This is an optimization exercise on Yosys and OpenROAD, whose aim is small area and a short achievable clock period, not a production implementation.
No functional check of the RTL was part of any run shown here.
Power and IR drop assume default switching activity.

`flow/design.v`:
```
module flip_flop #(parameter W = 32) (clk, d, q);
input clk;
input [W-1:0] d;
output reg [W-1:0] q;
always @(posedge clk)
    q <= d;
endmodule
module cmp_gt #(parameter W = 23) (a, b, gt);
    input  [W-1:0] a;
    input  [W-1:0] b;
    output gt;
    localparam N = 32;   
    wire [N-1:0] ax = {{(N-W){1'b0}}, a};
    wire [N-1:0] bx = {{(N-W){1'b0}}, b};
    wire [2*N-1:0] g, e;
    assign g[N-1:0] = ax & ~bx;
    assign e[N-1:0] = ~(ax ^ bx);
    genvar k, j;
    generate
        for (k = 1; (N >> k) >= 1; k = k + 1) begin : lvl
            localparam IN  = 2*N - (2*N >> (k - 1));   
            localparam OUT = 2*N - (2*N >> k);         
            for (j = 0; j < (N >> k); j = j + 1) begin : node
                assign g[OUT+j] = g[IN+2*j+1] | (e[IN+2*j+1] & g[IN+2*j]);
                assign e[OUT+j] = e[IN+2*j+1] & e[IN+2*j];
            end
        end
    endgenerate
    assign gt = g[2*N-2];
    assign e[2*N-1] = 1'b0;
    assign g[2*N-1] = 1'b0;
endmodule
module add_pfx #(parameter W = 24) (a, b, cin, s, cout);
    input  [W-1:0] a;
    input  [W-1:0] b;
    input          cin;
    output [W-1:0] s;
    output         cout;
    localparam N = W + 1;   
    localparam L = $clog2(N);
    wire [W-1:0] p = a ^ b;
    wire [N*(L+1)-1:0] G, P;
    assign G[N-1:0] = {a & b, cin};
    assign P[N-1:0] = {p, 1'b0};
    genvar k, i;
    generate
        for (k = 0; k < L; k = k + 1) begin : lvl
            for (i = 0; i < N; i = i + 1) begin : pos
                if ((i >> k) & 1) begin : comb
                    localparam J = ((i >> k) << k) - 1;
                    assign G[(k+1)*N+i] = G[k*N+i] | (P[k*N+i] & G[k*N+J]);
                    assign P[(k+1)*N+i] = P[k*N+i] & P[k*N+J];
                end else begin : pass
                    assign G[(k+1)*N+i] = G[k*N+i];
                    assign P[(k+1)*N+i] = P[k*N+i];
                end
            end
        end
    endgenerate
    wire [N-1:0] c = G[L*N +: N];   
    assign s    = p ^ c[W-1:0];
    assign cout = c[W];
endmodule
module fpu_align_add (a, b, v, ep1, s);
    input  [31:0] a;
    input  [31:0] b;
    output [24:0] v;     
    output [7:0]  ep1;   
    output        s;     
    wire [7:0] ea = a[30:23];
    wire [7:0] eb = b[30:23];
    wire [8:0] dab = {1'b0, ea} - {1'b0, eb};
    wire [7:0] dba = eb - ea;
    wire       egt = dab[8];             
    wire       eeq = (ea == eb);
    wire       mgt;
    cmp_gt #(23) u_cmp (.a(b[22:0]), .b(a[22:0]), .gt(mgt));
    wire       swap = egt | (eeq & mgt);
    wire [7:0]  eB = swap ? eb : ea;
    wire [22:0] mB = swap ? b[22:0] : a[22:0];
    wire [22:0] mS = swap ? a[22:0] : b[22:0];
    wire [7:0]  d  = egt ? dba : dab[7:0];
    wire        big = d[7] | d[6] | d[5] | (d[4] & d[3]);
    wire [23:0] mSs = big ? 24'd0 : ({1'b1, mS} >> d[4:0]);
    wire        sub = a[31] ^ b[31];
    wire [23:0] sm;
    wire        co;
    add_pfx #(24) u_add (.a({1'b1, mB}), .b(mSs ^ {24{sub}}), .cin(sub), .s(sm), .cout(co));
    assign v   = {co & ~sub, sm};
    assign ep1 = eB + 8'd1;
    assign s   = swap ? b[31] : a[31];
endmodule
module fpu_normalise (v, ep1, s, kill, set23, r);
    input  [24:0] v;
    input  [7:0]  ep1;
    input         s;
    input         kill;    
    input         set23;   
    output [31:0] r;
    wire        z16 = ~|v[24:9];
    wire [24:0] x1  = z16 ? {v[8:0], 16'd0} : v;
    wire        z8  = ~|x1[24:17];
    wire [24:0] x2  = z8 ? {x1[16:0], 8'd0} : x1;
    wire        z4  = ~|x2[24:21];
    wire [24:0] x3  = z4 ? {x2[20:0], 4'd0} : x2;
    wire        z2  = ~|x3[24:23];
    wire [24:0] x4  = z2 ? {x3[22:0], 2'd0} : x3;
    wire        z1  = ~x4[24];
    wire [23:0] x5  = z1 ? x4[22:0] : x4[23:1];
    wire [4:0]  lz  = {z16, z8, z4, z2, z1};
    wire [7:0]  e    = ep1 - {3'b0, lz};
    wire        zero = kill | ~x4[24] & ~x4[23];
    assign r = ({s, e, x5[22:0]} & {32{~zero}}) | {8'b0, set23, 23'b0};
endmodule
module top_module(ip1,ip2,clk,rst,result);
    input [31:0]ip1;
    input [31:0]ip2;
    input clk;
    input rst;
    output reg [31:0]result;
    wire [31:0] a, b;
    reg         rst1;
    wire [24:0] v;
    wire [7:0]  ep1;
    wire        s;
    wire [31:0] r;
    flip_flop #(.W(32)) ff_a (.clk(clk), .d(ip1), .q(a));
    flip_flop #(.W(32)) ff_b (.clk(clk), .d(ip2), .q(b));
    always @(posedge clk) rst1 <= rst;
    fpu_align_add u1 (.a(a), .b(b), .v(v), .ep1(ep1), .s(s));
    reg  [24:0] v_q;
    reg  [7:0]  ep1_q;
    reg         s_q, kill_q, set_q;
    always @(posedge clk) begin
        v_q    <= v;
        ep1_q  <= ep1;
        s_q    <= s;
        kill_q <= rst | rst1;
        set_q  <= rst1 & ~rst;
    end
    fpu_normalise u2 (.v(v_q), .ep1(ep1_q), .s(s_q), .kill(kill_q), .set23(set_q), .r(r));
    always @(posedge clk) result <= r;
endmodule
```
`flow/run.sh`:
```
#!/bin/bash
# synth_recipe.tcl (not shown) runs the flow's synth.tcl, then flattens the netlist and writes it again
# the make line also repeats each setting of config.mk as NAME=value (left out here)
make -C /OpenROAD-flow-scripts/flow DESIGN_CONFIG=/design/flow/config.mk WORK_HOME=/design/flow/orfs CLKGATE_MAP_FILE= SYNTH_SCRIPT=/design/flow/synth_recipe.tcl finish
```
`flow/config.mk`:
```
export PLATFORM = sky130hd
export DESIGN_NAME = top_module
export DESIGN_NICKNAME = top_module
export VERILOG_FILES = /design/flow/design.v
export SDC_FILE = /design/flow/constraint.sdc
export NUM_CORES = 4
export LEC_CHECK = 0
export CAP_MARGIN = 20
export CORE_MARGIN = 2
export CORE_UTILIZATION = 40
export SLEW_MARGIN = 20
```
`flow/constraint.sdc`:
```
create_clock -name core_clock -period 24.0 [get_ports {clk}]
set_input_delay 4.8000 -clock core_clock [delete_from_list [all_inputs] [get_ports {clk}]]
set_output_delay 4.8000 -clock core_clock [all_outputs]
set_load 0.01 [all_outputs]
```
==> impl_metrics.py, run 1 <==
metrics = {
    "logic_synthesis": {
        "synth_flop_cell": "dfxtp_1",
        "post-synth-top-area-fraction_pct": 28.7,
        "yosysTopAreaCell": "dfxtp_1",
        "yosysSeqAreaShare_pct": 28.7,
        "async_reset_ff_share_pct": 0,
        "syn_area_um2": 9280,
        "avgSynthCellArea_um2": 8.45,
        "syn_inst": 1098,
        "syn-num-nets": 1235,
        "synth.most_common_cell": "dfxtp_1",
        "ys_top_cells_by_area": "dfxtp_1, ha_1, mux2i_1, a21oi_1, xnor2_1",
        "synth_edf_count": 0,
        "synth_common_cells": "dfxtp_1, a21oi_1, nor2_1, nand2_1, inv_1",
        "ys_types": 94,
        "yosys_warnings": 2,
        "ys_seq_elements": 133,
    },
    "layout": {
        "num-nets-final": 1304,
        "fillers": 2218,
        "postLayoutCellArea_um2": 11000,
        "area_growth_syn_to_layout_pct": 18.4,
        "drive_gt1_share_pct": 9.15,
        "n_antenna_cell": 0,
    },
    "worst_hold_path": {
        "whs_endpoint": "result[31]",
        "min_path_cells": 2,
        "hold_class": "flip-flop to flip-flop",
        "min_from": "s_q",
    },
    "clock_tree": {
        "holdBufCountCts": 0,
        "cts-root-buf": "clkbuf_16",
        "worstSkewPairLatency_ns": 0.43,
        "clk_pin_slew_ns": 0.06,
        "cts.sinks": 133,
        "clockBufferDepth": 2,
        "cts_tree": "built",
        "cts_max_level": 4,
        "cts_buffers": 17,
        "cts_resized": 0,
        "postCtsSetupRepairBufs": 0,
    },
    "drt": {
        "wl_per_cell_um": 17.0,
        "vias_per_cell": 5.63,
        "drc": 0,
        "first_pass_iters": 5,
        "antenna_left": 0,
        "vias": 8246,
        "wirelength_um": 24900,
        "drtIter0Drc": 711,
    },
    "sta": {
        "finClkSkew_ns": 0.0131,
        "relSlewSlack_pct": 27.5,
        "drv_slew": 0,
        "period_share_pct": 27.9,
        "hold_viol": 0,
        "setup_viol": 0,
        "grt_setup_unrepaired": "false",
        "worst_pin_slew_ns": 1.08,
        "min_period_ns": 6.70,
        "clock.fmax_mhz": 149,
        "final.setup.tns_ns": 0,
    },
    "grt": {
        "grt_use_met1_pct": 27.3,
        "grt_max_degree": 57,
        "overflow": 0,
        "first_global_vias": 7580,
        "globalRoute.busiestLayer": "met2",
        "use_met2_pct": 32.7,
        "grtUsageTotal_pct": 20.5,
        "grt_pass1_wl_um": 39800,
        "gr-usage-met3_pct": 3.32,
        "antenna_found_initial": 0,
    },
    "critical_path": {
        "crit_path_frequent_cell": "inv_1",
        "crit_path_max_incr_delay_ns": 0.88,
        "crit_chain": "or4_1 -> or3_1 -> nor2_2 -> a21oi_2 -> inv_1 -> o21ai_0 -> or2_1 -> nor3_4 -> inv_1 -> nor2_1 -> o31a_1 -> buf_4 -> ha_1 -> inv_1 -> fa_1 -> a21o_1 -> a21oi_1 -> nor2b_1 -> nor3_1 -> xnor2_1 -> nor2_1",
        "crit_arrival_ns": 6.97,
        "r2r_cells": 21,
        "startpoint_type": "flip-flop",
        "regToRegSetupSlack_ns": 17.30,
        "critical_path.max_fanout": 35,
        "end_kind": "flip-flop",
        "worstReg2RegEnd": "result[29]",
        "r2r_start": "v_q[19]",
        "crit_required_ns": 24.27,
        "path_class": "flip-flop to flip-flop",
        "worst_path_max_delay_cell": "nor3_4",
    },
    "die": {
        "start_util_pct": 40.8,
        "pin_count": 98,
        "die_area_um2": 24400,
        "die_h_um": 156,
        "core_um2": 22700,
        "std_cell_rows": 55,
        "dieWidth_um": 156,
    },
    "pwr": {
        "clkPwrFrac_pct": 23.0,
        "pwr-share-seq_pct": 28.0,
        "p_switching_w": 0.000464,
        "irDropWorstVdd_mv": 0.0457,
        "power.leakage_nw": 4.53,
        "power.density_nw_per_um2": 102,
        "netSwitchingFraction_pct": 41.4,
        "comb_power_share_pct": 49.0,
        "p_int_w": 0.000656,
    },
    "placement": {
        "port_buffers": 97,
        "gp_congestion": 0.928,
        "dp_hpwl_um": 19200,
        "postPlaceCellArea_um2": 10400,
    },
    "run_status": {
        "status": "complete, no violations",
    },
    "run": {
        "maxCapViolCount": 0,
    },
}
-- per-layer routing --
| layer | vias to the layer above | wire, um | share of wire (%) |
|---|---|---|---|
| met4 | 0 | 877 | 3.5 |
| met3 | 49 | 1200 | 4.8 |
| li1 | 4116 | - | - |
| met5 | - | 0 | 0 |
| met1 | 3795 | 11500 | 46 |
| met2 | 286 | 11300 | 45 |
-- worst max-delay path by stage --
stage | startpoint | to | slack (ns) | depth (start not counted)
after floorplan | ff_a.q[23] | v_q[24] | 18.50 | 30
final | v_q[19] | result[29] | 17.30 | 21
after detailed placement | v_q[19] | result[29] | 17.36 | 21
after global placement | v_q[19] | result[29] | 17.51 | 21
after global routing | v_q[19] | result[29] | 16.64 | 21
after CTS | v_q[19] | result[29] | 17.35 | 21
-- area by class of cell --
type                    count  area [um2]  area share (%)
clock buffers              19         443            4.03
flip-flops and latches    133        2660            24.3
clock inverters            13         140            1.28
well taps                 285         357            3.25
repair buffers            108        1050            9.60
inverters                  70         263            2.39
multi-input cells         837        6060            55.2
-- per-stage QoR --
step / std cells / hold slack (ns) / power, W / setup slack [ns] / util (%)
2_1_floorplan: 1098 / 0.394 / 0.000713 / 18.50 / -
3_3_place_gp: 1433 / 0.403 / 0.000860 / 17.51 / 45.8
3_5_place_dp: 1433 / 0.402 / 0.000861 / 17.36 / 45.8
4_1_cts: 1465 / 0.413 / 0.00112 / 17.35 / 48.3
5_1_grt: 1465 / 0.418 / 0.00120 / 16.64 / 48.3
6_report: 1465 / 0.409 / 0.00112 / 17.30 / 48.3
-- layout by cell type (no fill, tap or decap), types with 7 or more instances in the layout --
master	count
xor2_1	19
xnor2_1	39
ha_1	65
inv_1	69
nand4_1	13
a21oi_1	98
a21o_1	18
mux2i_1	53
buf_4	11
nor3_1	38
nor2b_1	9
dfxtp_1	133
mux4_2	12
nor4_1	8
o21ai_0	64
clkdlybuf4s50_1	97
clkbuf_16	17
and3_1	16
nor2_1	87
a211oi_1	14
a221o_1	7
nand3_1	31
a31oi_1	8
nand2_1	86
o211ai_1	7
-- power groups by stage --
stage               Combinational [W]  Clock (W)  Sequential, W
finish                       0.000548   0.000257       0.000314
CTS                          0.000546   0.000263       0.000313
global route                 0.000609   0.000273       0.000318
detailed placement           0.000543          0       0.000318
floorplan                    0.000404          0       0.000308
global placement             0.000542          0       0.000318
-- cell families after synthesis --
kind of cell / share of synthesized area (%)
adders and majority gates: 10.1
and+or+nand+nor: 17.1
xor gates and xnor gates: 5.57
AOI/OAI and AO/OA: 23.7
DFF: 28.7
buffers and inverters: 6.03
muxes: 8.88
-- flip-flops by register name (all words and copies together), names as in the netlist --
register	cells
ff_a.q	32
ff_b.q	32
result	32
v_q	25
ep1_q	8
kill_q	1
rst1	1
s_q	1
set_q	1
-- worst max-delay path: cells and delay by family, from the launching register on --
family,cells,cell delay (ns)
and+or+nand+nor,9,3.40
buffers and inverters,4,1.18
AOI/OAI and AO/OA,5,0.85
adders and majority gates,2,0.65
DFF,1,0.31
xor gates and xnor gates,1,0.14
==> run 2: changes to the inputs <==
--- a/flow/config.mk
+++ b/flow/config.mk
@@ -5,6 +5,7 @@
 export SDC_FILE = /design/flow/constraint.sdc
 export NUM_CORES = 4
 export LEC_CHECK = 0
+export ABC_AREA = 1
 export CAP_MARGIN = 20
 export CORE_MARGIN = 2
 export CORE_UTILIZATION = 40
==> impl_metrics.py, run 2 <==
metrics = {
    "layout": {
        "fillers": 2149,
        "layout_commonest_cell": "nand2_1",
        "multi_input_area_um2": 5200,
        "area_growth_syn_to_layout_pct": 20.1,
        "largest_registers": "ff_a.q x32, ff_b.q x32, result x32",
        "num-nets-final": 1436,
        "n_antenna_cell": 0,
        "seqCellArea_um2": 2660,
        "drive_gt1_share_pct": 6.94,
        "mostFrequentLayoutCells": "nand2_1, dfxtp_1, nand3_1",
    },
    "pwr": {
        "p_total_w": 0.00103,
        "power.density_nw_per_um2": 99.7,
        "power.leakage_nw": 4.94,
        "irDropWorstVdd_mv": 0.0490,
    },
    "critical_path": {
        "worst_path_max_delay_cell": "nor2_1",
        "crit_required_ns": 24.29,
        "startpoint_type": "flip-flop",
        "crit_arrival_ns": 6.46,
        "path_class": "flip-flop to flip-flop",
        "end_kind": "flip-flop",
        "crit_path_frequent_cell": "nor2_1",
        "crit_path_max_incr_delay_ns": 0.55,
        "critical_path.max_fanout": 29,
    },
    "logic_synthesis": {
        "syn_inst": 1230,
        "async_reset_ff_share_pct": 0,
        "syn-num-nets": 1367,
        "synth_common_cells": "nand2_1, dfxtp_1, nand3_1, inv_1, o21ai_0",
        "post-synth-top-area-fraction_pct": 30.9,
        "synth_edf_count": 0,
        "yosysTopAreaCell": "dfxtp_1",
        "yosys_warnings": 2,
        "avgSynthCellArea_um2": 7.01,
        "yosysSeqAreaShare_pct": 30.9,
        "synth_flop_cell": "dfxtp_1",
        "ys_top_cells_by_area": "dfxtp_1, nand2_1, ha_1, nand3_1, o21ai_0",
        "syn_area_um2": 8620,
        "ys_seq_elements": 133,
        "ys_types": 48,
        "synth.most_common_cell": "nand2_1",
    },
    "sta": {
        "hold_viol": 0,
        "finClkSkew_ns": 0.0134,
        "grt_setup_unrepaired": "false",
        "finalWorstSetupSlack_ns": 17.83,
        "min_period_ns": 6.17,
        "final.setup.tns_ns": 0,
        "clock.fmax_mhz": 162,
        "drv_slew": 0,
        "relSlewSlack_pct": 50.7,
        "worst_pin_slew_ns": 0.740,
        "period_share_pct": 25.7,
        "setup_viol": 0,
    },
    "clock_tree": {
        "clockBufferDepth": 2,
        "worstSkewPairLatency_ns": 0.43,
        "cts-root-buf": "clkbuf_16",
        "cts_buffers": 17,
        "postCtsSetupRepairBufs": 0,
        "cts.sinks": 133,
        "cts_tree": "built",
        "cts_max_level": 4,
        "holdBufCountCts": 0,
        "clk_pin_slew_ns": 0.06,
        "cts_resized": 0,
    },
    "die": {
        "die_area_um2": 22700,
        "core_um2": 21100,
        "std_cell_rows": 53,
        "start_util_pct": 40.9,
        "die_h_um": 151,
        "pin_count": 98,
        "dieWidth_um": 151,
    },
    "placement": {
        "dp_hpwl_um": 17200,
        "place_worst_setup_slack_ns": 17.94,
        "gp_congestion": 0.926,
        "port_buffers": 97,
    },
    "grt": {
        "grt_pass1_wl_um": 35200,
        "antenna_found_initial": 0,
        "grtUsageTotal_pct": 19.6,
        "overflow": 0,
        "first_global_vias": 7300,
        "grt_max_degree": 89,
    },
    "drt": {
        "wirelength_um": 21500,
        "drtIter0Drc": 417,
        "antenna_left": 0,
        "vias_per_cell": 4.98,
        "vias": 7899,
        "first_pass_iters": 5,
        "drc": 0,
        "wl_per_cell_um": 13.5,
    },
    "run": {
        "maxCapViolCount": 0,
    },
    "run_status": {
        "status": "complete, no violations",
    },
    "worst_hold_path": {
        "hold_class": "flip-flop to flip-flop",
    },
}
==> run 2: logic make-up (layout without fill, tap and decap cells) <==
kind of cell / after synthesis / after routing / synth area share (%)
buffers and inverters: 185 / 266 / 8.92
AOI/OAI and AO/OA: 248 / 248 / 16.5
muxes: 3 / 3 / 0.494
adders and majority gates: 71 / 71 / 10.8
and+or+nand+nor: 540 / 540 / 27.1
DFF: 133 / 133 / 30.9
xor gates and xnor gates: 50 / 50 / 5.26
==> run 2: path summary, 6_finish.rpt <==
check / depth (start not counted) / endpoint / startpoint / slack (ns)
setup / recovery: 32 / v_q[24] / ff_a.q[23] / 17.83
hold / removal: 2 / set_q / rst1 / 0.42
setup reg to reg: 32 / v_q[24] / ff_a.q[23] / 17.83
hold reg to reg: 2 / set_q / rst1 / 0.42
==> run 2: through the flow <==
step           utilization, %  cells  hold slack (ns)  instance area, um2
2_1_floorplan               -   1230            0.394                8620
3_3_place_gp             46.1   1555            0.410                9720
3_5_place_dp             46.1   1555            0.406                9720
4_1_cts                  49.0   1586            0.420               10300
5_1_grt                  49.1   1586            0.440               10300
6_report                 49.1   1586            0.416               10300
==> run 2: critical path, delay by kind of cell, from the launching register on <==
| family | cells | cell delay [ns] |
|---|---|---|
| DFF | 1 | 0.35 |
| adders and majority gates | 3 | 0.97 |
| buffers and inverters | 8 | 1.17 |
| muxes | 1 | 0.26 |
| AOI/OAI and AO/OA | 7 | 1.36 |
| and+or+nand+nor | 11 | 1.58 |
| xor gates and xnor gates | 2 | 0.32 |
==> run 2: cell type report <==
| cell class | instances | area share [%] |
|---|---|---|
| timing repair buffer | 105 | 9.96 |
| clock buffer | 17 | 4.11 |
| tap | 275 | 3.33 |
| clock inverter | 14 | 1.91 |
| inverter | 130 | 4.72 |
| sequential | 133 | 25.7 |
| multi-input combinational | 912 | 50.2 |
==> run 2: layer usage <==
metal	vias up	track usage, %	wire (um)
met4	0	6.87	429
met3	27	3.34	945
met2	178	33.2	10100
li1	4187	-	-
met1	3507	25.1	10000
met5	-	0	0
==> run 2: power by group <==
part / leakage (nW) / total [W] / internal [W] / switching [W]
combinational: 3.52 / 0.000455 / 0.000177 / 0.000278
clock: 0.306 / 0.000278 / 0.000175 / 0.000103
sequential: 1.12 / 0.000298 / 0.000272 / 0.0000266
total: 4.94 / 0.00103 / 0.000624 / 0.000408
==> run 3: changes to the inputs <==
==> flow/flow/run.sh (new file) <==
#!/bin/bash
# probe: run the standard flow unchanged
bash standard.sh > standard.log 2>&1
==> flow/standard.sh (new file) <==
#!/bin/bash
# synth_recipe.tcl (not shown) runs the flow's synth.tcl, then flattens the netlist and writes it again
# the make line also repeats each setting of config.mk as NAME=value (left out here)
make -C /OpenROAD-flow-scripts/flow DESIGN_CONFIG=/design/flow/config.mk WORK_HOME=/design/flow/orfs CLKGATE_MAP_FILE= SYNTH_SCRIPT=/design/flow/synth_recipe.tcl "${@:-finish}"
--- a/flow/config.mk
+++ b/flow/config.mk
@@ -5,7 +5,6 @@
 export SDC_FILE = /design/flow/constraint.sdc
 export NUM_CORES = 4
 export LEC_CHECK = 0
-export ABC_AREA = 1
 export CAP_MARGIN = 20
 export CORE_MARGIN = 2
 export CORE_UTILIZATION = 40
removed: flow/run.sh
==> impl_metrics.py, run 3 <==
metrics = {
    "drt": {
        "drtIter0Drc": 711,
        "vias": 8246,
        "first_pass_iters": 5,
        "wl_per_cell_um": 17.0,
        "wirelength_um": 24900,
        "vias_per_cell": 5.63,
        "drc": 0,
        "antenna_left": 0,
    },
    "worst_hold_path": {
        "hold_class": "flip-flop to flip-flop",
    },
    "clock_tree": {
        "holdBufCountCts": 0,
        "cts.sinks": 133,
        "cts_buffers": 17,
        "postCtsSetupRepairBufs": 0,
        "clockBufferDepth": 2,
        "clk_pin_slew_ns": 0.06,
        "cts_tree": "built",
        "cts-root-buf": "clkbuf_16",
        "cts_max_level": 4,
        "worstSkewPairLatency_ns": 0.43,
        "cts_resized": 0,
    },
    "pwr": {
        "power.leakage_nw": 4.53,
        "power.density_nw_per_um2": 102,
        "irDropWorstVdd_mv": 0.0457,
    },
    "grt": {
        "use_met2_pct": 32.7,
        "first_global_vias": 7580,
        "grtUsageTotal_pct": 20.5,
        "antenna_found_initial": 0,
        "overflow": 0,
        "grt_use_met1_pct": 27.3,
        "gr-usage-met3_pct": 3.32,
        "globalRoute.busiestLayer": "met2",
        "grt_pass1_wl_um": 39800,
        "grt_max_degree": 57,
    },
    "critical_path": {
        "crit_required_ns": 24.27,
        "worstSetupStartpoint": "v_q[19]",
        "end_kind": "flip-flop",
        "regToRegSetupSlack_ns": 17.30,
        "critical_path.max_fanout": 35,
        "path_class": "flip-flop to flip-flop",
        "r2r_start": "v_q[19]",
        "crit_arrival_ns": 6.97,
        "endpoint": "result[29]",
        "startpoint_type": "flip-flop",
        "worstReg2RegEnd": "result[29]",
        "r2r_cells": 21,
    },
    "placement": {
        "place_worst_setup_slack_ns": 17.36,
        "dp_hpwl_um": 19200,
        "gp_congestion": 0.928,
        "port_buffers": 97,
    },
    "logic_synthesis": {
        "yosys_warnings": 2,
        "synth.most_common_cell": "dfxtp_1",
        "syn-num-nets": 1235,
        "syn_area_um2": 9280,
        "yosysTopAreaCell": "dfxtp_1",
        "yosysSeqAreaShare_pct": 28.7,
        "ys_seq_elements": 133,
        "async_reset_ff_share_pct": 0,
        "synth_flop_cell": "dfxtp_1",
        "avgSynthCellArea_um2": 8.45,
        "syn_inst": 1098,
        "synth_common_cells": "dfxtp_1, a21oi_1, nor2_1, nand2_1, inv_1",
        "ys_types": 94,
        "ys_top_cells_by_area": "dfxtp_1, ha_1, mux2i_1, a21oi_1, xnor2_1",
        "synth_edf_count": 0,
        "post-synth-top-area-fraction_pct": 28.7,
    },
    "sta": {
        "finClkSkew_ns": 0.0131,
        "drv_slew": 0,
        "setup_viol": 0,
        "grt_setup_unrepaired": "false",
        "relSlewSlack_pct": 27.5,
        "period_share_pct": 27.9,
        "worst_pin_slew_ns": 1.08,
        "min_period_ns": 6.70,
        "finalWorstSetupSlack_ns": 17.30,
        "hold_viol": 0,
        "final.setup.tns_ns": 0,
        "clock.fmax_mhz": 149,
    },
    "layout": {
        "n_antenna_cell": 0,
        "area_growth_syn_to_layout_pct": 18.4,
        "drive_gt1_share_pct": 9.15,
        "fillers": 2218,
        "largest_registers": "ff_a.q x32, ff_b.q x32, result x32",
        "num-nets-final": 1304,
        "mostFrequentLayoutCells": "dfxtp_1, a21oi_1, clkdlybuf4s50_1",
        "layout_commonest_cell": "dfxtp_1",
    },
    "die": {
        "std_cell_rows": 55,
        "die_h_um": 156,
        "start_util_pct": 40.8,
        "dieWidth_um": 156,
        "pin_count": 98,
        "core_um2": 22700,
        "die_area_um2": 24400,
    },
    "run_status": {
        "status": "complete, no violations",
    },
    "run": {
        "maxCapViolCount": 0,
    },
}
==> run 3: cell types whose count changed after synthesis, moves of 29 or more <==
cell,change
o21ai_0,-38
xnor2_1,+37
nand3_1,-90
nand2_1,-205
nor3_1,+29
mux2i_1,+51
inv_1,-49
==> run 3: critical path, cell delays in order (launching register included) <==
cell and delay [ns]:
dfxtp_1 0.31, or4_1 0.57, or3_1 0.58, nor2_2 0.44, a21oi_2 0.20, inv_1 0.31
o21ai_0 0.17, or2_1 0.41, nor3_4 0.88, inv_1 0.45, nor2_1 0.20, o31a_1 0.15
buf_4 0.36, ha_1 0.22, inv_1 0.06, fa_1 0.43, a21o_1 0.17, a21oi_1 0.16
nor2b_1 0.09, nor3_1 0.18, xnor2_1 0.14, nor2_1 0.05
==> run 3: final cells by class <==
type | count | area (um2) | share of cell area, %
Clock buffer | 19 | 443 | 4.03
Timing Repair Buffer | 108 | 1050 | 9.60
Multi-Input combinational cell | 837 | 6060 | 55.2
Tap cell | 285 | 357 | 3.25
Clock inverter | 13 | 140 | 1.28
Inverter | 70 | 263 | 2.39
Sequential cell | 133 | 2660 | 24.3
==> run 3: how the worst min path moves through the flow <==
stage,start,to,slack [ns],cells past startpoint
after floorplan,s_q,result[31],0.39,2
after global placement,s_q,result[31],0.40,2
after detailed placement,s_q,result[31],0.40,2
after CTS,s_q,result[31],0.41,2
after global routing,s_q,result[31],0.42,2
final,s_q,result[31],0.41,2
==> run 3: power by group <==
part,switching [W],internal [W]
Clock,0.000109,0.000149
Sequential,0.0000435,0.000271
Combinational,0.000311,0.000237
==> run 3: cells by family after synthesis <==
kind of cell             count (synthesis)  share of synthesized area, %
buffers and inverters                  128                          6.03
AND/OR/NAND/NOR                        322                          17.1
XOR/XNOR                                59                          5.57
AO/OA/AOI/OAI                          318                          23.7
flip-flops                             133                          28.7
multiplexers                            67                          8.88
adder cells (fa/ha/maj)                 71                          10.1
==> run 3: routing by layer <==
layer / wire length (um) / vias to the layer above
met5: 0 / -
li1: - / 4116
met4: 877 / 0
met3: 1200 / 49
met2: 11300 / 286
met1: 11500 / 3795
==> run 3: through the flow <==
step	total power [W]	std cells	utilization [%]	area [um2]	hold slack, ns
2_1_floorplan	0.000713	1098	-	9280	0.394
3_3_place_gp	0.000860	1433	45.8	10400	0.403
3_5_place_dp	0.000861	1433	45.8	10400	0.402
4_1_cts	0.00112	1465	48.3	11000	0.413
5_1_grt	0.00120	1465	48.3	11000	0.418
6_report	0.00112	1465	48.3	11000	0.409
==> run 4: changes to the inputs <==
==> flow/flow/run.sh (replaced) <==
#!/bin/bash
# Standard flow, with timing repair aimed at a 18.5 ns setup margin and
# plain buffers (instead of delay buffers) on the ports.
set -euo pipefail
bash standard.sh SETUP_SLACK_MARGIN=18.5 "BUFFER_PORTS_ARGS=-buffer_cell sky130_fd_sc_hd__buf_2" finish > standard.log 2>&1
--- a/flow/config.mk
+++ b/flow/config.mk
@@ -5,6 +5,7 @@
 export SDC_FILE = /design/flow/constraint.sdc
 export NUM_CORES = 4
 export LEC_CHECK = 0
+export ABC_AREA = 1
 export CAP_MARGIN = 20
 export CORE_MARGIN = 2
 export CORE_UTILIZATION = 40
==> impl_metrics.py, run 4 <==
metrics = {
    "run_status": {
        "status": "complete, no violations",
    },
    "critical_path": {
        "cp_top_family": "flip-flops",
        "crit_required_ns": 19.20,
        "worst_path_max_delay_cell": "dfxtp_2",
        "worstReg2RegEnd": "v_q[19]",
        "crit_arrival_ns": 0.86,
        "startpoint_type": "flip-flop",
        "crit_chain": "buf_6",
        "regToRegSetupSlack_ns": 18.94,
        "crit_path_max_incr_delay_ns": 0.33,
        "path_buf_inv": 1,
        "r2r_cells": 30,
        "path_class": "flip-flop to primary output",
        "r2r_start": "ff_a.q[23]",
        "critical_path.max_fanout": 1,
        "end_kind": "primary output",
    },
    "layout": {
        "drive_gt1_share_pct": 16.9,
        "num-nets-final": 1445,
        "largest_registers": "ff_a.q x32, ff_b.q x32, result x32",
        "n_antenna_cell": 0,
        "postLayoutCellArea_um2": 10200,
        "area_growth_syn_to_layout_pct": 17.8,
        "mostFrequentLayoutCells": "nand2_1, dfxtp_1, nand3_1",
        "layout_commonest_cell": "nand2_1",
    },
    "placement": {
        "dp_hpwl_um": 17000,
        "gp_congestion": 0.913,
        "port_buffers": 97,
        "postPlaceCellArea_um2": 9230,
    },
    "die": {
        "die_h_um": 151,
        "die_area_um2": 22700,
        "pin_count": 98,
        "core_um2": 21100,
        "std_cell_rows": 53,
        "start_util_pct": 40.9,
        "dieWidth_um": 151,
    },
    "clock_tree": {
        "holdBufCountCts": 0,
        "clk_pin_slew_ns": 0.06,
        "cts_tree": "built",
        "cts.sinks": 133,
        "cts_max_level": 4,
        "cts_buffers": 17,
        "cts-root-buf": "clkbuf_16",
        "clockBufferDepth": 2,
        "worstSkewPairLatency_ns": 0.43,
    },
    "run": {
        "maxCapViolCount": 0,
    },
    "pwr": {
        "clkPwrFrac_pct": 26.1,
        "irDropWorstVdd_mv": 0.0497,
        "comb_power_share_pct": 44.5,
        "power.density_nw_per_um2": 101,
        "power.leakage_nw": 5.06,
        "p_int_w": 0.000600,
        "p_switching_w": 0.000424,
        "netSwitchingFraction_pct": 41.4,
        "pwr-share-seq_pct": 29.4,
    },
    "drt": {
        "vias_per_cell": 5.06,
        "drc": 0,
        "vias": 8071,
        "antenna_left": 0,
        "drtIter0Drc": 509,
        "first_pass_iters": 5,
        "wl_per_cell_um": 14.1,
        "wirelength_um": 22400,
    },
    "sta": {
        "fin_hold_ws_ns": 0.413,
        "setup_viol": 0,
        "relSlewSlack_pct": 49.5,
        "grt_setup_unrepaired": "true",
        "drv_slew": 0,
        "period_share_pct": 23.6,
        "final.setup.tns_ns": 0,
        "worst_pin_slew_ns": 0.750,
        "finClkSkew_ns": 0.0109,
        "hold_viol": 0,
        "clock.fmax_mhz": 177,
        "min_period_ns": 5.66,
    },
    "worst_hold_path": {
        "min_from": "rst1",
        "hold_class": "flip-flop to flip-flop",
        "whs_endpoint": "set_q",
        "min_path_cells": 2,
    },
    "logic_synthesis": {
        "async_reset_ff_share_pct": 0,
        "yosysSeqAreaShare_pct": 30.9,
        "syn_inst": 1230,
        "ys_seq_elements": 133,
        "ys_top_cells_by_area": "dfxtp_1, nand2_1, ha_1, nand3_1, o21ai_0",
        "synth_flop_cell": "dfxtp_1",
        "avgSynthCellArea_um2": 7.01,
        "synth_edf_count": 0,
        "yosysTopAreaCell": "dfxtp_1",
        "synth.most_common_cell": "nand2_1",
        "post-synth-top-area-fraction_pct": 30.9,
        "syn_area_um2": 8620,
        "yosys_warnings": 2,
        "synth_common_cells": "nand2_1, dfxtp_1, nand3_1, inv_1, o21ai_0",
        "syn-num-nets": 1367,
        "ys_types": 48,
    },
    "grt": {
        "grt_max_degree": 45,
        "grtUsageTotal_pct": 20.0,
        "grt_pass1_wl_um": 36000,
        "overflow": 0,
        "antenna_found_initial": 0,
        "first_global_vias": 7320,
    },
}
-- run 4: cell count changes after synthesis, moves of 26 or more --
cell and delta:
nor3_1 -29, mux2i_1 -51, o21ai_0 +38, nand2_1 +205
inv_1 +49, xor2_1 +26, xnor2_1 -37, nand3_1 +90
-- run 4: timing repair --
action,4_1_cts,5_1_grt
buffers inserted,0,6
gates cloned,1,3
setup endpoints to repair,49,51
pin swaps,1,6
gates resized for setup,12,43
-- run 4: through the flow --
step | worst slack, ns | power [W] | util, % | cells
floorplan | 18.83 | 0.000626 | - | 1230
global placement | 18.13 | 0.000727 | 43.8 | 1554
detailed placement | 18.10 | 0.000729 | 43.8 | 1554
CTS | 18.32 | 0.00101 | 47.0 | 1587
global route | 18.31 | 0.00111 | 48.2 | 1596
finish | 18.34 | 0.00102 | 48.2 | 1596
-- run 4: layout make-up --
type	count	area (um2)
well taps	275	344
multi-input cells	916	5350
repair buffers	110	688
inverters	130	490
clock buffers	18	439
flip-flops and latches	133	2680
fillers	2197	10900
clock inverters	14	166
-- run 4: worst max-delay path by stage --
stage	startpoint	cells past startpoint	slack (ns)	endpoint
after floorplan	rst	1	18.83	kill_q
after global placement	ff_a.q[27]	28	18.13	v_q[19]
after detailed placement	ff_a.q[23]	30	18.10	v_q[24]
after CTS	result[25]	1	18.32	result[25]
after global routing	result[9]	1	18.31	result[9]
final	result[25]	1	18.34	result[25]
-- run 4: routing by layer --
layer  track usage [%]  wire length (um)  vias up
li1                  -                 -     4211
met1              26.0             10100     3598
met2              33.1             10600      221
met3              4.22              1140       41
met4              6.87               616        0
met5                 0                 0        -
-- run 4: cells by family after synthesis --
logic type      Yosys count  synth area share [%]
xor+xnor                 50                  5.26
buf+inv                 185                  8.92
mux                       3                 0.494
fa+ha+maj                71                  10.8
simple gates            540                  27.1
flops                   133                  30.9
compound gates          248                  16.5
-- run 4: power by group through the flow --
| stage | logic (W) | clock network [W] | registers (W) |
|---|---|---|---|
| final | 0.000456 | 0.000267 | 0.000301 |
| after global routing | 0.000520 | 0.000285 | 0.000306 |
| after CTS | 0.000434 | 0.000274 | 0.000298 |
| after detailed placement | 0.000426 | 0 | 0.000303 |
| after global placement | 0.000425 | 0 | 0.000302 |
| after floorplan | 0.000321 | 0 | 0.000304 |
==> run 5: changes to the inputs <==
==> flow/flow/run.sh (replaced) <==
#!/bin/bash
# Standard flow, with timing repair aimed at a 18.0 ns setup margin and
# plain buffers (instead of delay buffers) on the ports.
set -euo pipefail
bash standard.sh SETUP_SLACK_MARGIN=18.0 "BUFFER_PORTS_ARGS=-buffer_cell sky130_fd_sc_hd__buf_2" finish > standard.log 2>&1
==> impl_metrics.py, run 5 <==
metrics = {
    "run_status": {
        "status": "complete, no violations",
    },
    "layout": {
        "area_growth_syn_to_layout_pct": 15.6,
        "postLayoutCellArea_um2": 9960,
        "instances_no_fill": 1591,
        "n_antenna_cell": 0,
        "layout_commonest_cell": "nand2_1",
        "mostFrequentLayoutCells": "nand2_1, dfxtp_1, nand3_1",
        "drive_gt1_share_pct": 15.1,
        "largest_registers": "ff_a.q x32, ff_b.q x32, result x32",
        "num-nets-final": 1440,
    },
    "sta": {
        "worst_pin_slew_ns": 0.755,
        "finClkSkew_ns": 0.0115,
        "hold_viol": 0,
        "relSlewSlack_pct": 49.1,
        "drv_slew": 0,
        "clock.fmax_mhz": 176,
        "setup_viol": 0,
        "min_period_ns": 5.69,
        "period_share_pct": 23.7,
        "fin_hold_ws_ns": 0.414,
        "final.setup.tns_ns": 0,
        "grt_setup_unrepaired": "false",
    },
    "pwr": {
        "irDropWorstVdd_mv": 0.0497,
        "netSwitchingFraction_pct": 41.6,
        "clkPwrFrac_pct": 26.7,
        "p_switching_w": 0.000418,
        "power.density_nw_per_um2": 101,
        "comb_power_share_pct": 43.6,
        "p_int_w": 0.000586,
        "pwr-share-seq_pct": 29.7,
        "p_total_w": 0.00100,
        "power.leakage_nw": 5.03,
    },
    "logic_synthesis": {
        "yosys_warnings": 2,
        "synth.most_common_cell": "nand2_1",
        "async_reset_ff_share_pct": 0,
        "syn_inst": 1230,
        "synth_edf_count": 0,
        "synth_flop_cell": "dfxtp_1",
        "yosysTopAreaCell": "dfxtp_1",
        "ys_seq_elements": 133,
        "post-synth-top-area-fraction_pct": 30.9,
        "syn-num-nets": 1367,
        "syn_area_um2": 8620,
        "avgSynthCellArea_um2": 7.01,
        "synth_common_cells": "nand2_1, dfxtp_1, nand3_1, inv_1, o21ai_0",
        "ys_types": 48,
        "ys_top_cells_by_area": "dfxtp_1, nand2_1, ha_1, nand3_1, o21ai_0",
        "yosysSeqAreaShare_pct": 30.9,
    },
    "die": {
        "pin_count": 98,
        "die_area_um2": 22700,
        "std_cell_rows": 53,
        "dieWidth_um": 151,
        "die_h_um": 151,
        "core_um2": 21100,
        "start_util_pct": 40.9,
    },
    "placement": {
        "gp_congestion": 0.913,
        "dp_hpwl_um": 17000,
        "dp.cells": 1554,
        "postPlaceCellArea_um2": 9230,
        "port_buffers": 97,
    },
    "critical_path": {
        "cp_top_family": "flip-flops",
        "regToRegSetupSlack_ns": 18.61,
        "critical_path.max_fanout": 1,
        "crit_chain": "buf_2",
        "crit_required_ns": 19.20,
        "worst_path_max_delay_cell": "dfxtp_1",
        "startpoint_type": "flip-flop",
        "end_kind": "primary output",
        "path_class": "flip-flop to primary output",
        "crit_path_max_incr_delay_ns": 0.33,
        "path_buf_inv": 1,
        "crit_arrival_ns": 0.89,
    },
    "drt": {
        "vias_per_cell": 5.05,
        "first_pass_iters": 5,
        "antenna_left": 0,
        "top_layer_used": "met4",
        "wirelength_um": 22000,
        "vias": 8037,
        "drc": 0,
        "wl_met3_um": 1100,
        "drtIter0Drc": 523,
        "wl_met2_um": 10300,
        "met1_length_um": 10000,
        "wl_per_cell_um": 13.8,
    },
    "run": {
        "maxCapViolCount": 0,
    },
    "clock_tree": {
        "cts.sinks": 133,
        "clockBufferDepth": 2,
        "cts_tree": "built",
        "cts_buffers": 17,
        "clk_pin_slew_ns": 0.06,
        "holdBufCountCts": 0,
        "cts-root-buf": "clkbuf_16",
        "cts_max_level": 4,
        "worstSkewPairLatency_ns": 0.43,
    },
    "grt": {
        "overflow": 0,
        "first_global_vias": 7267,
        "antenna_found_initial": 0,
        "grtUsageTotal_pct": 19.8,
        "grt_max_degree": 89,
        "grt_pass1_wl_um": 35600,
    },
    "worst_hold_path": {
        "hold_class": "flip-flop to flip-flop",
    },
}
==> run 5: cell types whose count changed in the layout (fill, tap and decap cells not counted), sizes merged <==
cell,previous run,this run
nand2,309,308
buf,110,107
a21oi,79,78
==> run 5: layer usage <==
metal  vias up  track usage, %
li1       4200               -
met5         -               0
met1      3574            26.0
met3        33            3.64
met2       230            33.0
met4         0            6.12
==> run 5: metrics by stage <==
stage | utilization [%] | setup slack, ns
final | 47.2 | 18.31
after global routing | 47.2 | 18.01
after CTS | 46.7 | 18.05
after detailed placement | 43.8 | 18.10
after global placement | 43.8 | 18.13
after floorplan | - | 18.83
==> run 5: final cells by class <==
type	count	area, um2
multi-input combinational	914	5280
clock buffer	18	439
inverter	130	490
timing repair buffer	107	572
fill	2217	11100
tap	275	344
sequential	133	2660
clock inverter	14	166
==> run 5: kinds of logic (layout without fill, tap and decap cells) <==
| group | Yosys count | count (layout) | synth area share (%) |
|---|---|---|---|
| and+or+nand+nor | 540 | 542 | 27.1 |
| buffers and inverters | 185 | 269 | 8.92 |
| adders and majority gates | 71 | 71 | 10.8 |
| muxes | 3 | 3 | 0.494 |
| DFF | 133 | 133 | 30.9 |
| xor gates and xnor gates | 50 | 50 | 5.26 |
| AOI/OAI and AO/OA | 248 | 248 | 16.5 |
==> run 5: repair_timing <==
| action | 4_1_cts | 5_1_grt |
|---|---|---|
| gates resized for setup | 0 | 19 |
| setup buffers | 0 | 3 |
| hold endpoints to repair | 0 | 0 |
| setup endpoints to repair | 0 | 18 |
==> run 5: path summary, 6_finish.rpt <==
kind,start,to,cells after the start
max reg2reg,ff_a.q[23],v_q[24],33
max,result[25],result[25],1
min,rst1,set_q,2
min reg2reg,rst1,set_q,2
==> run 5: tightest hold or removal path, delay by kind of cell (launching register included) <==
kind          cells  cell delay, ns
buf+inv           1            0.04
simple gates      1            0.03
flops             1            0.30
==> run 5: power by group through the flow <==
stage	sequential (W)	clock, W	combinational (W)
3_5_place_dp	0.000303	0	0.000426
4_1_cts	0.000298	0.000274	0.000430
2_1_floorplan	0.000304	0	0.000321
6_report	0.000298	0.000268	0.000438
5_1_grt	0.000302	0.000285	0.000502
3_3_place_gp	0.000302	0	0.000425
==> run 6: changes to the inputs <==
--- a/flow/config.mk
+++ b/flow/config.mk
@@ -9,4 +9,5 @@
 export CAP_MARGIN = 20
 export CORE_MARGIN = 2
 export CORE_UTILIZATION = 40
+export CTS_BUF_LIST = sky130_fd_sc_hd__clkbuf_8
 export SLEW_MARGIN = 20
==> impl_metrics.py, run 6 <==
metrics = {
    "die": {
        "start_util_pct": 40.9,
        "dieWidth_um": 151,
        "pin_count": 98,
        "std_cell_rows": 53,
        "core_um2": 21100,
        "die_area_um2": 22700,
        "die_h_um": 151,
    },
    "drt": {
        "antenna_left": 0,
        "drtIter0Drc": 532,
        "wirelength_um": 22100,
        "vias": 7950,
        "vias_per_cell": 5.00,
        "first_pass_iters": 7,
        "wl_per_cell_um": 13.9,
        "drc": 0,
    },
    "logic_synthesis": {
        "syn_area_um2": 8620,
        "synth_edf_count": 0,
        "yosysTopAreaCell": "dfxtp_1",
        "synth.most_common_cell": "nand2_1",
        "ys_seq_elements": 133,
        "async_reset_ff_share_pct": 0,
        "syn_inst": 1230,
        "yosys_warnings": 2,
        "avgSynthCellArea_um2": 7.01,
        "synth_common_cells": "nand2_1, dfxtp_1, nand3_1, inv_1, o21ai_0",
        "ys_types": 48,
        "ys_top_cells_by_area": "dfxtp_1, nand2_1, ha_1, nand3_1, o21ai_0",
        "post-synth-top-area-fraction_pct": 30.9,
        "yosysSeqAreaShare_pct": 30.9,
        "syn-num-nets": 1367,
        "synth_flop_cell": "dfxtp_1",
    },
    "clock_tree": {
        "clockBufferDepth": 2,
        "cts-root-buf": "clkbuf_8",
        "cts_buffers": 17,
        "worstSkewPairLatency_ns": 0.46,
        "cts_max_level": 4,
        "cts_tree": "built",
        "holdBufCountCts": 0,
        "clk_pin_slew_ns": 0.08,
        "cts.sinks": 133,
    },
    "placement": {
        "place_worst_setup_slack_ns": 18.10,
        "gp_congestion": 0.913,
        "port_buffers": 97,
        "postPlaceCellArea_um2": 9230,
        "dp_hpwl_um": 17000,
        "dp.cells": 1554,
    },
    "sta": {
        "final.setup.tns_ns": 0,
        "hold_viol": 0,
        "relSlewSlack_pct": 49.4,
        "period_share_pct": 23.8,
        "finalWorstSetupSlack_ns": 18.28,
        "finClkSkew_ns": 0.0166,
        "fin_hold_ws_ns": 0.416,
        "drv_slew": 0,
        "setup_viol": 0,
        "clock.fmax_mhz": 175,
        "grt_setup_unrepaired": "false",
        "worst_pin_slew_ns": 0.751,
        "min_period_ns": 5.72,
    },
    "run": {
        "maxCapViolCount": 0,
    },
    "layout": {
        "mostFrequentLayoutCells": "nand2_1, dfxtp_1, nand3_1",
        "largest_registers": "ff_a.q x32, ff_b.q x32, result x32",
        "n_antenna_cell": 0,
        "area_growth_syn_to_layout_pct": 13.4,
        "postLayoutCellArea_um2": 9770,
        "drive_gt1_share_pct": 15.2,
        "num-nets-final": 1440,
        "instances_no_fill": 1591,
        "layout_commonest_cell": "nand2_1",
    },
    "critical_path": {
        "crit_chain": "buf_2",
        "end_kind": "primary output",
        "r2r_start": "ff_a.q[23]",
        "crit_path_max_incr_delay_ns": 0.34,
        "crit_required_ns": 19.20,
        "cp_top_family": "flip-flops",
        "path_buf_inv": 1,
        "worst_path_max_delay_cell": "dfxtp_1",
        "critical_path.max_fanout": 1,
        "cp.depth": 1,
        "worstReg2RegEnd": "v_q[24]",
        "endpoint": "result[25]",
        "worstSetupStartpoint": "result[25]",
        "r2r_cells": 33,
        "crit_arrival_ns": 0.92,
        "startpoint_type": "flip-flop",
        "path_class": "flip-flop to primary output",
        "regToRegSetupSlack_ns": 18.60,
    },
    "grt": {
        "overflow": 0,
        "first_global_vias": 7238,
        "grt_max_degree": 89,
        "antenna_found_initial": 0,
        "grt_pass1_wl_um": 35500,
        "grtUsageTotal_pct": 19.7,
    },
    "pwr": {
        "irDropWorstVdd_mv": 0.0354,
        "netSwitchingFraction_pct": 43.8,
        "p_int_w": 0.000525,
        "pwr-share-seq_pct": 31.9,
        "clkPwrFrac_pct": 21.3,
        "power.leakage_nw": 4.94,
        "p_switching_w": 0.000409,
        "comb_power_share_pct": 46.9,
        "power.density_nw_per_um2": 95.6,
    },
    "worst_hold_path": {
        "hold_class": "flip-flop to flip-flop",
    },
    "run_status": {
        "status": "complete, no violations",
    },
}
run 6: cell counts after synthesis:
Identical to the previous run, type by type.
run 6: power by group through the flow:
stage,sequential [W],clock (W),combinational (W)
floorplan,0.000304,0,0.000321
global placement,0.000302,0,0.000425
detailed placement,0.000303,0,0.000426
CTS,0.000297,0.000204,0.000429
global route,0.000303,0.000215,0.000502
finish,0.000297,0.000199,0.000438
run 6: logic make-up after synthesis:
kind of cell	after synthesis	share of synthesized area, %
AOI/OAI and AO/OA	248	16.5
xor gates and xnor gates	50	5.26
adders and majority gates	71	10.8
buffers and inverters	185	8.92
DFF	133	30.9
muxes	3	0.494
and+or+nand+nor	540	27.1
run 6: metrics by stage:
step           total power (W)  util (%)
3_5_place_dp          0.000729      43.8
4_1_cts               0.000931      45.8
2_1_floorplan         0.000626         -
5_1_grt                0.00102      46.3
6_report              0.000934      46.3
3_3_place_gp          0.000727      43.8
run 6: repair_timing:
action | CTS | global route
endpoints found under the hold margin | 0 | 0
buffers inserted | 0 | 3
endpoints found under the setup margin | 0 | 19
resized for setup | 0 | 18
run 6: worst min path at each step:
stage,startpoint,end,slack (ns),cells past startpoint
floorplan,s_q,result[31],0.39,2
global placement,rst1,set_q,0.41,2
detailed placement,rst1,set_q,0.41,2
CTS,rst1,set_q,0.42,2
global route,set_q,result[23],0.43,1
finish,rst1,set_q,0.42,2
run 6: final cells by class:
cell class                 instances  area, um2
clock buffer                      18        248
multi-input combinational        914       5290
clock inverter                    14        166
fill                            2243      11300
sequential                       133       2660
inverter                         130        490
timing repair buffer             107        572
tap                              275        344
run 6: layer usage:
metal	track usage [%]	part of all wire, %	vias to the layer above
li1	-	-	4189
met1	26.0	46	3532
met2	32.9	47	200
met3	3.40	4.6	29
met4	6.12	1.9	0
met5	0	0	-
==> run 7: changes to the inputs <==
==> flow/flow/run.sh (replaced) <==
#!/bin/bash
# Standard flow with: timing repair aimed at a 18.0 ns setup margin, plain
# buffers on the ports, and a clock tree with fewer, larger clusters.
set -euo pipefail
F=$PWD/flow
bash standard.sh SETUP_SLACK_MARGIN=18.0 \
  "BUFFER_PORTS_ARGS=-inputs -buffer_cell sky130_fd_sc_hd__buf_1" POST_GLOBAL_PLACE_TCL=$F/post_gp.tcl \
  "CTS_ARGS=-sink_clustering_enable -repair_clock_nets -dont_use_dummy_load -buf_list sky130_fd_sc_hd__clkbuf_8 -sink_clustering_size 30 -sink_clustering_max_diameter 100" \
  finish > standard.log 2>&1
==> flow/flow/post_gp.tcl (new file) <==
# Output ports get buf_2 buffers (inputs got buf_1 through BUFFER_PORTS_ARGS).
buffer_ports -outputs -buffer_cell sky130_fd_sc_hd__buf_2
--- a/flow/config.mk
+++ b/flow/config.mk
@@ -8,6 +8,5 @@
 export ABC_AREA = 1
 export CAP_MARGIN = 20
 export CORE_MARGIN = 2
-export CORE_UTILIZATION = 40
-export CTS_BUF_LIST = sky130_fd_sc_hd__clkbuf_8
+export CORE_UTILIZATION = 60
 export SLEW_MARGIN = 20
==> impl_metrics.py, run 7 <==
metrics = {
    "logic_synthesis": {
        "post-synth-top-area-fraction_pct": 30.9,
        "synth_compound_area_share_pct": 16.5,
        "avgSynthCellArea_um2": 7.01,
        "ys_top_cells_by_area": "dfxtp_1, nand2_1, ha_1, nand3_1, o21ai_0",
        "syn-num-nets": 1367,
        "yosysTopAreaCell": "dfxtp_1",
        "async_reset_ff_share_pct": 0,
        "yosysSeqAreaShare_pct": 30.9,
        "yosys.area_share.adder_pct": 10.8,
        "synth_top_family_by_area": "simple AND/OR/NAND/NOR gates",
        "yosys.area_share.xor_xnor_pct": 5.26,
        "yosys_warnings": 2,
        "synth.most_common_cell": "nand2_1",
        "synth_common_cells": "nand2_1, dfxtp_1, nand3_1, inv_1, o21ai_0",
        "syn_area_um2": 8620,
        "muxShareOfSynthArea_pct": 0.494,
        "ys_types": 48,
        "ys_seq_elements": 133,
        "syn_inst": 1230,
        "synth_flop_cell": "dfxtp_1",
        "synth-simple-area-share_pct": 27.1,
        "synth_edf_count": 0,
    },
    "drt": {
        "antenna_left": 0,
        "first_pass_iters": 6,
        "wl_per_cell_um": 14.1,
        "wirelength_um": 20800,
        "drc": 0,
        "vias": 8006,
        "drtIter0Drc": 608,
        "vias_per_cell": 5.41,
    },
    "layout": {
        "layout_commonest_cell": "nand2_1",
        "area_growth_syn_to_layout_pct": 8.47,
        "n_antenna_cell": 0,
        "fillers": 1318,
        "num-nets-final": 1438,
        "drive_gt1_share_pct": 8.85,
        "largest_registers": "ff_a.q x32, ff_b.q x32, result x32",
        "mostFrequentLayoutCells": "nand2_1, dfxtp_1, nand3_1",
    },
    "die": {
        "die_area_um2": 15300,
        "core_um2": 13900,
        "start_util_pct": 61.8,
        "pin_count": 98,
        "std_cell_rows": 43,
        "die_h_um": 124,
        "dieWidth_um": 124,
    },
    "critical_path": {
        "r2r_start": "ff_a.q[23]",
        "crit_chain": "buf_2",
        "startpoint_type": "flip-flop",
        "r2r_cells": 32,
        "regToRegSetupSlack_ns": 18.52,
        "crit_required_ns": 19.20,
        "crit_path_max_incr_delay_ns": 0.33,
        "path_buf_inv": 1,
        "path_class": "flip-flop to primary output",
        "cp_top_family": "flip-flops",
        "crit_arrival_ns": 0.90,
        "end_kind": "primary output",
        "worstReg2RegEnd": "v_q[24]",
        "critical_path.max_fanout": 1,
        "worst_path_max_delay_cell": "dfxtp_1",
    },
    "grt": {
        "grt_max_degree": 89,
        "first_global_vias": 7090,
        "overflow": 0,
        "grt_pass1_wl_um": 32800,
        "antenna_found_initial": 0,
        "grtUsageTotal_pct": 27.7,
    },
    "sta": {
        "finClkSkew_ns": 0.0231,
        "worst_pin_slew_ns": 0.914,
        "hold_viol": 0,
        "grt_setup_unrepaired": "false",
        "relSlewSlack_pct": 39.0,
        "finalWorstSetupSlack_ns": 18.30,
        "period_share_pct": 23.8,
        "final.setup.tns_ns": 0,
        "min_period_ns": 5.70,
        "drv_slew": 0,
        "clock.fmax_mhz": 175,
        "setup_viol": 0,
    },
    "clock_tree": {
        "clockBufferDepth": 2,
        "cts-root-buf": "clkbuf_8",
        "cts.sinks": 133,
        "cts_tree": "built",
        "holdBufCountCts": 0,
        "cts_max_level": 4,
        "worstSkewPairLatency_ns": 0.44,
        "clk_pin_slew_ns": 0.07,
        "cts_buffers": 17,
    },
    "pwr": {
        "irDropWorstVdd_mv": 0.0590,
        "p_int_w": 0.000487,
        "pwr-share-seq_pct": 34.8,
        "clkPwrFrac_pct": 15.2,
        "netSwitchingFraction_pct": 43.9,
        "power.leakage_nw": 4.64,
        "p_switching_w": 0.000381,
        "power.density_nw_per_um2": 92.9,
        "comb_power_share_pct": 50.0,
    },
    "worst_hold_path": {
        "hold_class": "flip-flop to flip-flop",
        "min_path_cells": 1,
        "min_from": "set_q",
        "whs_endpoint": "result[23]",
    },
    "placement": {
        "place_worst_setup_slack_ns": 17.86,
        "dp_hpwl_um": 16300,
        "port_buffers": 97,
    },
    "run_status": {
        "status": "complete, no violations",
    },
    "run": {
        "maxCapViolCount": 0,
    },
}
## run 7: worst max path at each step
stage	start	endpoint	slack (ns)	cells past startpoint
3_3_place_gp	ff_a.q[23]	v_q[24]	18.03	32
2_1_floorplan	rst	kill_q	18.83	1
4_1_cts	ff_a.q[23]	v_q[24]	18.03	32
3_5_place_dp	ff_a.q[23]	v_q[24]	17.86	32
5_1_grt	ff_a.q[23]	v_q[24]	17.99	32
6_report	result[10]	result[10]	18.30	1
## run 7: kinds of logic (layout without fill, tap and decap cells)
| kind of cell | Yosys count | in the layout |
|---|---|---|
| xor gates and xnor gates | 50 | 50 |
| and+or+nand+nor | 540 | 542 |
| AOI/OAI and AO/OA | 248 | 249 |
| adders and majority gates | 71 | 71 |
| DFF | 133 | 133 |
| buffers and inverters | 185 | 251 |
| muxes | 3 | 3 |
## run 7: power groups by stage
stage / registers (W) / logic, W / clock network [W]
global route: 0.000305 / 0.000494 / 0.000144
global placement: 0.000320 / 0.000390 / 0
detailed placement: 0.000307 / 0.000424 / 0
finish: 0.000302 / 0.000434 / 0.000132
CTS: 0.000302 / 0.000426 / 0.000137
floorplan: 0.000304 / 0.000321 / 0
## run 7: layout make-up
| type | count | area (um2) | share of cell area [%] |
|---|---|---|---|
| clock buffer | 17 | 234 | 2.50 |
| inverter | 130 | 488 | 5.22 |
| multi-input combinational | 915 | 5270 | 56.4 |
| sequential | 133 | 2660 | 28.5 |
| tap | 180 | 225 | 2.41 |
| timing repair buffer | 104 | 464 | 4.97 |
## run 7: worst register-to-register path, delay by kind of cell, from the launching register on
family | cells | cell delay, ns
muxes | 1 | 0.31
DFF | 1 | 0.35
xor gates and xnor gates | 2 | 0.24
AOI/OAI and AO/OA | 7 | 1.44
and+or+nand+nor | 11 | 1.08
buffers and inverters | 8 | 0.91
adders and majority gates | 3 | 1.02
## run 7: metrics by stage
| step | std cells | util [%] | cell area, um2 | total power (W) | hold WS, ns |
|---|---|---|---|---|---|
| 4_1_cts | 1475 | 66.5 | 9260 | 0.000865 | 0.431 |
| 3_5_place_dp | 1458 | 64.8 | 9030 | 0.000730 | 0.416 |
| 2_1_floorplan | 1230 | - | 8620 | 0.000626 | 0.394 |
| 6_report | 1479 | 67.1 | 9350 | 0.000868 | 0.428 |
| 5_1_grt | 1479 | 67.1 | 9350 | 0.000944 | 0.448 |
| 3_3_place_gp | 1426 | 63.6 | 8870 | 0.000709 | 0.412 |
## run 7: what timing repair did
action,in CTS,in global routing
gates cloned,0,3
pin swaps,0,3
resized for setup,1,8
buffers inserted,0,1
endpoints found under the setup margin,9,17
## run 7: per-layer routing
metal / global-route usage [%] / routed length, um / vias up
li1: - / - / 4166
met1: 36.0 / 9600 / 3578
met2: 45.2 / 9510 / 224
met3: 5.49 / 1150 / 38
met4: 10.9 / 580 / 0
met5: 0 / 0 / -
==> run 8: changes to the inputs <==
--- a/flow/config.mk
+++ b/flow/config.mk
@@ -8,5 +8,5 @@
 export ABC_AREA = 1
 export CAP_MARGIN = 20
 export CORE_MARGIN = 2
-export CORE_UTILIZATION = 60
+export CORE_UTILIZATION = 40
 export SLEW_MARGIN = 20
==> impl_metrics.py, run 8 <==
metrics = {
    "layout": {
        "area_growth_syn_to_layout_pct": 10.1,
        "fillers": 2247,
        "drive_gt1_share_pct": 9.08,
        "instances_no_fill": 1575,
        "n_antenna_cell": 0,
        "mostFrequentLayoutCells": "nand2_1, dfxtp_1, nand3_1",
        "largest_registers": "ff_a.q x32, ff_b.q x32, result x32",
        "layout_commonest_cell": "nand2_1",
        "num-nets-final": 1439,
    },
    "critical_path": {
        "startpoint_type": "flip-flop",
        "path_buf_inv": 1,
        "crit_path_max_incr_delay_ns": 0.35,
        "critical_path.max_fanout": 1,
        "crit_required_ns": 19.20,
        "cp_top_family": "flip-flops",
        "crit_chain": "buf_2",
        "regToRegSetupSlack_ns": 18.64,
        "crit_arrival_ns": 0.92,
        "worst_path_max_delay_cell": "dfxtp_1",
        "end_kind": "primary output",
        "path_class": "flip-flop to primary output",
    },
    "logic_synthesis": {
        "synth_edf_count": 0,
        "avgSynthCellArea_um2": 7.01,
        "yosysSeqAreaShare_pct": 30.9,
        "post-synth-top-area-fraction_pct": 30.9,
        "synth.most_common_cell": "nand2_1",
        "yosys_warnings": 2,
        "syn_inst": 1230,
        "ys_seq_elements": 133,
        "syn_area_um2": 8620,
        "synth_flop_cell": "dfxtp_1",
        "syn-num-nets": 1367,
        "yosysTopAreaCell": "dfxtp_1",
        "async_reset_ff_share_pct": 0,
        "ys_top_cells_by_area": "dfxtp_1, nand2_1, ha_1, nand3_1, o21ai_0",
        "ys_types": 48,
        "synth_common_cells": "nand2_1, dfxtp_1, nand3_1, inv_1, o21ai_0",
    },
    "die": {
        "start_util_pct": 40.9,
        "die_h_um": 151,
        "pin_count": 98,
        "std_cell_rows": 53,
        "core_um2": 21100,
        "dieWidth_um": 151,
        "die_area_um2": 22700,
    },
    "worst_hold_path": {
        "hold_class": "flip-flop to flip-flop",
    },
    "placement": {
        "port_buffers": 97,
        "dp_hpwl_um": 16700,
        "dp.cells": 1554,
    },
    "grt": {
        "grt_max_degree": 89,
        "grtUsageTotal_pct": 19.0,
        "first_global_vias": 7187,
        "grt_pass1_wl_um": 34100,
        "antenna_found_initial": 0,
        "overflow": 0,
    },
    "drt": {
        "first_pass_iters": 5,
        "wl_per_cell_um": 13.4,
        "antenna_left": 0,
        "vias": 7809,
        "vias_per_cell": 4.96,
        "drc": 0,
        "wirelength_um": 21000,
        "drtIter0Drc": 394,
    },
    "sta": {
        "min_period_ns": 5.72,
        "worst_pin_slew_ns": 0.703,
        "relSlewSlack_pct": 52.7,
        "setup_viol": 0,
        "final.setup.tns_ns": 0,
        "finClkSkew_ns": 0.0398,
        "hold_viol": 0,
        "drv_slew": 0,
        "grt_setup_unrepaired": "false",
        "period_share_pct": 23.9,
        "clock.fmax_mhz": 175,
    },
    "pwr": {
        "power.leakage_nw": 4.67,
        "p_switching_w": 0.000375,
        "pwr-share-seq_pct": 34.5,
        "power.density_nw_per_um2": 90.8,
        "netSwitchingFraction_pct": 43.6,
        "comb_power_share_pct": 49.9,
        "irDropWorstVdd_mv": 0.0378,
        "clkPwrFrac_pct": 15.6,
        "p_int_w": 0.000486,
    },
    "clock_tree": {
        "holdBufCountCts": 0,
        "cts.sinks": 133,
        "cts_max_level": 4,
        "worstSkewPairLatency_ns": 0.45,
        "cts_tree": "built",
        "clk_pin_slew_ns": 0.06,
        "cts-root-buf": "clkbuf_8",
        "clockBufferDepth": 2,
        "cts_buffers": 17,
    },
    "run_status": {
        "status": "complete, no violations",
    },
    "run": {
        "maxCapViolCount": 0,
    },
}
[run 8: path summary, 6_finish.rpt]
check / end / cells after the start / start
setup / recovery: result[25] / 1 / result[25]
hold / removal: set_q / 2 / rst1
setup reg to reg: v_q[24] / 32 / ff_a.q[23]
hold reg to reg: set_q / 2 / rst1
[run 8: cells by family (layout without fill, tap and decap cells)]
logic type | after synthesis | count (layout) | synth area share, %
fa+ha+maj | 71 | 71 | 10.8
buf+inv | 185 | 253 | 8.92
xor+xnor | 50 | 50 | 5.26
compound gates | 248 | 248 | 16.5
mux | 3 | 3 | 0.494
flops | 133 | 133 | 30.9
simple gates | 540 | 542 | 27.1
[run 8: through the flow]
| step | power [W] | hold WS (ns) | util, % | cell area (um2) | setup slack, ns |
|---|---|---|---|---|---|
| 4_1_cts | 0.000863 | 0.418 | 44.5 | 9390 | 18.05 |
| 2_1_floorplan | 0.000626 | 0.394 | - | 8620 | 18.83 |
| 3_5_place_dp | 0.000726 | 0.406 | 43.4 | 9150 | 18.11 |
| 3_3_place_gp | 0.000707 | 0.403 | 42.6 | 8990 | 18.12 |
| 5_1_grt | 0.000947 | 0.438 | 45.0 | 9490 | 17.99 |
| 6_report | 0.000862 | 0.417 | 45.0 | 9490 | 18.28 |
[run 8: metal layers]
metal | global-route usage [%] | up-vias | share of wire (%)
met5 | 0 | - | 0
met4 | 7.38 | 0 | 2.5
met3 | 2.74 | 36 | 3.9
met2 | 31.3 | 193 | 46
met1 | 25.1 | 3411 | 48
li1 | - | 4169 | -
[run 8: what timing repair did]
| action | in CTS | in global routing |
|---|---|---|
| setup buffers | 0 | 2 |
| resized for setup | 0 | 13 |
| endpoints found under the setup margin | 0 | 19 |
[run 8: power by group through the flow]
stage	Combinational, W	Sequential (W)	Clock [W]
CTS	0.000425	0.000297	0.000141
finish	0.000430	0.000297	0.000135
detailed placement	0.000423	0.000302	0
global route	0.000495	0.000302	0.000149
global placement	0.000392	0.000316	0
floorplan	0.000321	0.000304	0
[run 8: layout make-up]
class / instances / area [um2] / share of cell area (%)
clock buffer: 17 / 234 / 2.47
inverter: 130 / 488 / 5.14
multi-input combinational: 914 / 5280 / 55.6
sequential: 133 / 2660 / 28.1
tap: 275 / 344 / 3.63
timing repair buffer: 106 / 483 / 5.09

## re-timing with driven ports
No port has a modelled driver above. Below, the same layouts with a new extraction and two added sets of constraints.
Step 1 sets driving cells, clkbuf_16 on the clock port and buf_2 on the other inputs (assumed; they add their load-dependent delay and slew).
Step 2 moves the port delays by t, midway between the first and last clock arrival at a register: inputs arrive t later, outputs are due t later. That takes back most of the time a late clock gives input paths.
a / b / c = ideal / step 1 / step 2; a / b = the first two.
| run | shift t [ns] | setup slack, ns | worst setup path after step 2 | latest minus earliest clock arrival (ns) |
|---|---|---|---|---|
| run 1 | 0.469 | 17.300 / 17.300 / 17.300 | register to register | 0.013 / 0.013 |
| run 2 | 0.471 | 17.830 / 17.830 / 17.830 | register to register | 0.013 / 0.013 |
| run 3 | 0.469 | 17.300 / 17.300 / 17.300 | register to register | 0.013 / 0.013 |
| run 4 | 0.469 | 18.341 / 18.293 / 18.691 | input to register | 0.011 / 0.010 |
| run 5 | 0.470 | 18.314 / 18.268 / 18.614 | register to register | 0.012 / 0.011 |
| run 6 | 0.491 | 18.276 / 18.234 / 18.605 | register to register | 0.017 / 0.017 |
| run 7 | 0.466 | 18.298 / 18.259 / 18.519 | register to register | 0.023 / 0.023 |
| run 8 | 0.478 | 18.275 / 18.232 / 18.640 | register to register | 0.040 / 0.040 |
After both steps setup and hold are still met in every run listed.
